Source: an optimization exercise on an open RTL-to-GDS flow (aim: small area and a short achievable clock period). Production flows keep margins and buffers that such runs may drop. Only simulation tests tie the RTL to the original design; equivalence was not proved. No driver is modelled on the clock port, so clock power and skew are understated where the tree is cut down; a real chip needs a root buffer or a tree.

## KSA_pipe
module KSA_pipe(s, a, b, c, clk);
   input [63:0] a;
   input [63:0] b;
   input        c;
   input        clk;
   output [64:0] s;
   wire [93:0] x;
   reg  [93:0] xr;
   wire [64:0] sOut;
   reg  [64:0] sr;
   wire p0_1;
   wire p0_2;
   wire p0_3;
   wire p0_4;
   wire g0_5;
   wire g0_6;
   wire g0_7;
   wire g0_8;
   wire g0_9;
   wire c0_g10;
   wire c0_g11;
   wire c0_g12;
   wire p1_13;
   wire p1_14;
   wire p1_15;
   wire p1_16;
   wire g1_17;
   wire g1_18;
   wire g1_19;
   wire g1_20;
   wire c1_g21;
   wire c1_g22;
   wire c1_g23;
   wire bp1_24;
   wire q0_g25;
   wire p2_26;
   wire p2_27;
   wire p2_28;
   wire p2_29;
   wire g2_30;
   wire g2_31;
   wire g2_32;
   wire g2_33;
   wire c2_g34;
   wire c2_g35;
   wire c2_g36;
   wire bp2_37;
   wire p3_38;
   wire p3_39;
   wire p3_40;
   wire p3_41;
   wire g3_42;
   wire g3_43;
   wire g3_44;
   wire g3_45;
   wire c3_g46;
  ...
==> flow/config.mk <==
export PLATFORM = sky130hd
export DESIGN_NAME = KSA_pipe
export DESIGN_NICKNAME = KSA_pipe
export VERILOG_FILES = /design/flow/design.v
export SDC_FILE = /design/flow/constraint.sdc
export NUM_CORES = 4
export LEC_CHECK = 0
export ABC_AREA = 1
export CAP_MARGIN = 20
export CORE_MARGIN = 2
export CORE_UTILIZATION = 50
export PLACE_DENSITY = 0.65
export SETUP_SLACK_MARGIN = 1.8
export SLEW_MARGIN = 20
==> flow/constraint.sdc <==
create_clock -name core_clock -period 3.4 [get_ports {clk}]
set_input_delay 0.6800 -clock core_clock [delete_from_list [all_inputs] [get_ports {clk}]]
set_output_delay 0.6800 -clock core_clock [all_outputs]
set_load 0.01 [all_outputs]
standard.sh (not shown) runs the stock make flow with config.mk's settings and CLKGATE_MAP_FILE= SYNTH_SCRIPT=/design/flow/synth_recipe.tcl, a recipe that flattens the netlist after the stock synthesis.
==> flow/flow/run.sh <==
#!/bin/bash
# Layout: the standard flow (standard.sh), with these changes:
#  - synthesis maps no full or half adder cells (ADDER_MAP_FILE empty), so abc
#    maps the adder logic itself;
#  - buffer_ports buffers every port with buf_1, and before the resize step
#    flow/outbuf.tcl makes the output ports' buffers OUTBUF_CELL (buf_2) and
#    moves each next to the register that drives it (OUTBUF_NEAR_DRIVER);
#  - after clock tree synthesis flow/clocktree.tcl replaces the tree by a
#    balanced two-level tree (CLKTREE_*: 4 first-level buffers driven straight
#    from the clock port, each driving 4 leaf buffers), then repairs timing as
#    the CTS step does.
# The flow's output goes to standard.log, and ORFS's own logs to orfs/logs.
set -euo pipefail
bash standard.sh ADDER_MAP_FILE= "PRE_RESIZE_TCL=$PWD/flow/outbuf.tcl" "POST_CTS_TCL=$PWD/flow/clocktree.tcl" BUFFER_PORTS_ARGS=-buffer_cell\ sky130_fd_sc_hd__buf_1 CTS_ARGS=-sink_clustering_enable\ -dont_use_dummy_load\ -root_buf\ sky130_fd_sc_hd__clkbuf_16\ -buf_list\ sky130_fd_sc_hd__clkbuf_16\ -sink_clustering_size\ 40\ -sink_clustering_max_diameter\ 200 CLKTREE_CELL=sky130_fd_sc_hd__clkbuf_8 CLKTREE_NLEAF=4 CLKTREE_LEAF_CELL=sky130_fd_sc_hd__clkbuf_4 OUTBUF_CELL=sky130_fd_sc_hd__buf_2 OUTBUF_NEAR_DRIVER=1 finish > standard.log 2>&1
Other scripts of this flow, unchanged in this note and not shown: flow/flow/clocktree.tcl, flow/flow/outbuf.tcl
Edit:
--- a/flow/flow/run.sh
+++ b/flow/flow/run.sh
@@ -6,2 +6 @@
-#    flow/outbuf.tcl makes the output ports' buffers OUTBUF_CELL (buf_2) and
-#    moves each next to the register that drives it (OUTBUF_NEAR_DRIVER);
+#    flow/outbuf.tcl makes the output ports' buffers OUTBUF_CELL (buf_2);
Design area is unchanged.
Hold slack does not change.
Via count is unchanged.
First-iteration DRC count does not change.
Area after synthesis does not change.
Wire length is unchanged.
No run of this note takes its clock network from TritonCTS; it comes from the design's own scripts or RTL.

## afterwards: timing with drivers on the ports
No port has a modelled driver above. Below, the same layouts with a new extraction and two added sets of constraints. Step 1, drivers: a clkbuf_16 drives clk and a buf_2 each remaining input, both assumed. Step 2 also shifts input and output timing later by t, the mid clock arrival at the registers, as if the neighbouring blocks saw the same clock. Three values: ideal ports, drivers, drivers and shift; two values: the first two.
run	t, ns	slack for setup (ns)	worst slew at a driven data input, ns
the first run	0.358	1.944 / 1.881 / 1.627	0.06
the second run	0.358	1.944 / 1.881 / 1.627	0.06
After both steps every run listed still meets setup and hold.
